This is an optimization exercise on Yosys and OpenROAD, whose aim is small area, a short achievable clock period and few clock cycles per item, not a production implementation. In this exercise RTL edits were held to simulation tests only and were not proved equivalent to the original. Power is estimated from default activity; no workload was simulated.

Setup of run 1:
## HP_FP_Pipelined_Adder
module HP_FP_Pipelined_Adder (  
	input clk,
	input rst,
	input [15:0] in1,
	input [15:0] in2,
	input enable,
	output reg done,
	output [15:0] sum
);
	function automatic [13:0] skaddx14(input [13:0] a, input [13:0] b, input x);
		reg [13:0] g, p, G, P;
		integer i, l, j;
		begin
			g = a & b; p = a ^ b;
			G = g; P = p;
			for (l = 0; l < 4; l = l + 1)
				for (i = 0; i < 14; i = i + 1)
					if ((i >> l) & 1) begin
						j = ((i >> l) << l) - 1;
						G[i] = G[i] | (P[i] & G[j]);
						P[i] = P[i] & P[j];
					end
			skaddx14 = (p ^ {14{x}}) ^ {G[12:0], 1'b0};
		end
	endfunction
	reg busy;
	reg [18:0] R;
	wire [15:0] x1 = R[15:0];
	wire [15:0] x2 = in2;
	wire [4:0] e1 = x1[14:10];
	wire [4:0] e2 = x2[14:10];
	wire [10:0] ma1 = {|x1[14:0], x1[9:0]};
	wire [10:0] ma2 = {|x2[14:0], x2[9:0]};
	wire [5:0] d12 = {1'b0, e1} - {1'b0, e2};
	wire [4:0] d21 = e2 - e1;
	wire gt = d12[5];                  
	wire eq = (e1 == e2);
	wire [4:0] d = gt ? d21 : d12[4:0];
	wire swap = gt | (eq & (x2[9:0] > x1[9:0]));
	wire [10:0] mb = swap ? ma2 : ma1;
	wire [10:0] msr = swap ? ma1 : ma2;
	wire [4:0] eb = gt ? e2 : e1;
	wire [12:0] ms = {msr, 2'b00} >> d;
	wire sub = x1[15] ^ x2[15];
	wire [13:0] f = skaddx14({1'b0, mb, 2'b00} ^ {14{sub}}, {1'b0, ms}, sub);
	wire sb = swap ? x2[15] : x1[15];
	wire [4:0] er = R[17:13];
	wire [13:0] fr = {R[12:0], 1'b0};
	wire nz = |R[12:0];
	reg [13:0] lim;
	integer k;
	always @(*) for (k = 0; k < 14; k = k + 1) lim[k] = (er == 5'd12 - k);
	wire [13:0] mm = fr | lim;
	wire [15:0] m16 = {mm, 2'b11};
  ...
For scale: ~21 flip-flops, roughly 52 I/O pins, roughly 4000 µm² of cells after synthesis.
clock: 6.0 ns
lec_check: 0
abc_area: 1
cap_margin: 20
core_margin: 2
core_utilization: 40
setup_slack_margin: 0.8
slew_margin: 20
run.sh (not shown) runs the stock make flow with config.mk's settings and CLKGATE_MAP_FILE= SYNTH_SCRIPT=/design/flow/synth_recipe.tcl, a recipe that flattens the netlist after the stock synthesis.
Testbench counts of run 1, summed over its fixed seeds: cycles 6,400, items 3,200.
Here is what was changed in the inputs of run 2 compared with run 1.
- SETUP_SLACK_MARGIN: 0.8 -> 1.5
==> flow/flow/run.sh (new file) <==
#!/bin/bash
# Standard layout with two changes:
# - synthesis is the standard synthesis script, run without ORFS's
#   full/half-adder extraction (ADDER_MAP_FILE empty), so that ABC maps the
#   arithmetic together with the rest of the logic; registers are mapped and
#   named exactly as in the standard synthesis;
# - the port buffers use a small fast buffer instead of the default
#   delay-buffer cell.
set -euo pipefail
W=$PWD
export BUFFER_PORTS_ARGS="-buffer_cell sky130_fd_sc_hd__buf_1"
make -C "$FLOW_HOME" DESIGN_CONFIG=$W/config.mk WORK_HOME=$W/orfs CLKGATE_MAP_FILE= SYNTH_SCRIPT=$W/synth_recipe.tcl ADDER_MAP_FILE= synth > synth.log 2>&1
bash standard.sh > standard.log 2>&1
==> flow/standard.sh (new file) <==
#!/bin/bash
# synth_recipe.tcl (not shown) runs the flow's synth.tcl, then flattens the netlist and writes it again
# the make line also repeats each setting of config.mk as NAME=value (left out here)
make -C /OpenROAD-flow-scripts/flow DESIGN_CONFIG=/design/flow/config.mk WORK_HOME=/design/flow/orfs CLKGATE_MAP_FILE= SYNTH_SCRIPT=/design/flow/synth_recipe.tcl "${@:-finish}"
removed: flow/run.sh
Findings:
As of run 2, die area had risen slightly compared to run 1. Higher clock period minus final worst setup slack goes to run 1 over run 2. Run comparison: run 2 slowest cell on the critical path sky130_fd_sc_hd__edfxtp_1; run 1 slowest cell on the critical path sky130_fd_sc_hd__clkdlybuf4s50_1. Run comparison: run 1 first element of the critical path in2[14]; run 2 first element of the critical path R[15]. The via count in run 2 is 1.06 times that in run 1. Side by side, post-route worst hold slack turned out lower in run 2 than in run 1.
The inputs of run 3 differ from those of run 2 as listed below.
- changing CORE_UTILIZATION from 40 to 30
### Flow results
- Going from run 2 to run 3, total power grows by 2.9%.
- Relative to run 2, the final critical-path share of the clock period of run 3 is lower by 0.30 points.
- Taking run 2 as the reference, in run 3 filler cell count went up, placeable core area went up.

port drivers added, routing unchanged:
The results above use ideal ports. As a check the final layouts listed here were re-extracted and re-timed, cells and wires unchanged.
Step 1 sets driving cells, clkbuf_16 on the clock port and buf_2 on the other inputs (assumed; they add their load-dependent delay and slew).
Step 2 adds t to the input delays and takes it off the output delays; t is the mean of the earliest and latest rising clock arrival at the registers after step 1. Input paths then give back, and output paths get back, about the clock's delay inside the block.
Slacks: no drivers / after step 1 / after step 2; pairs: no drivers / after step 1.
run | shift t [ns] | setup slack, ns | worst slew at a driven data input, ns
run 1 | 0.288 | 0.993 / 0.988 / 0.700 | 0.04
run 2 | 0.283 | 1.733 / 1.708 / 1.573 | 0.04
run 3 | 0.282 | 1.751 / 1.720 / 1.618 | 0.04
After both steps setup and hold are still met in every run listed. For run 1, which loses most, drivers alone change the setup slack by -0.005 ns; drivers and shift together by -0.293 ns.
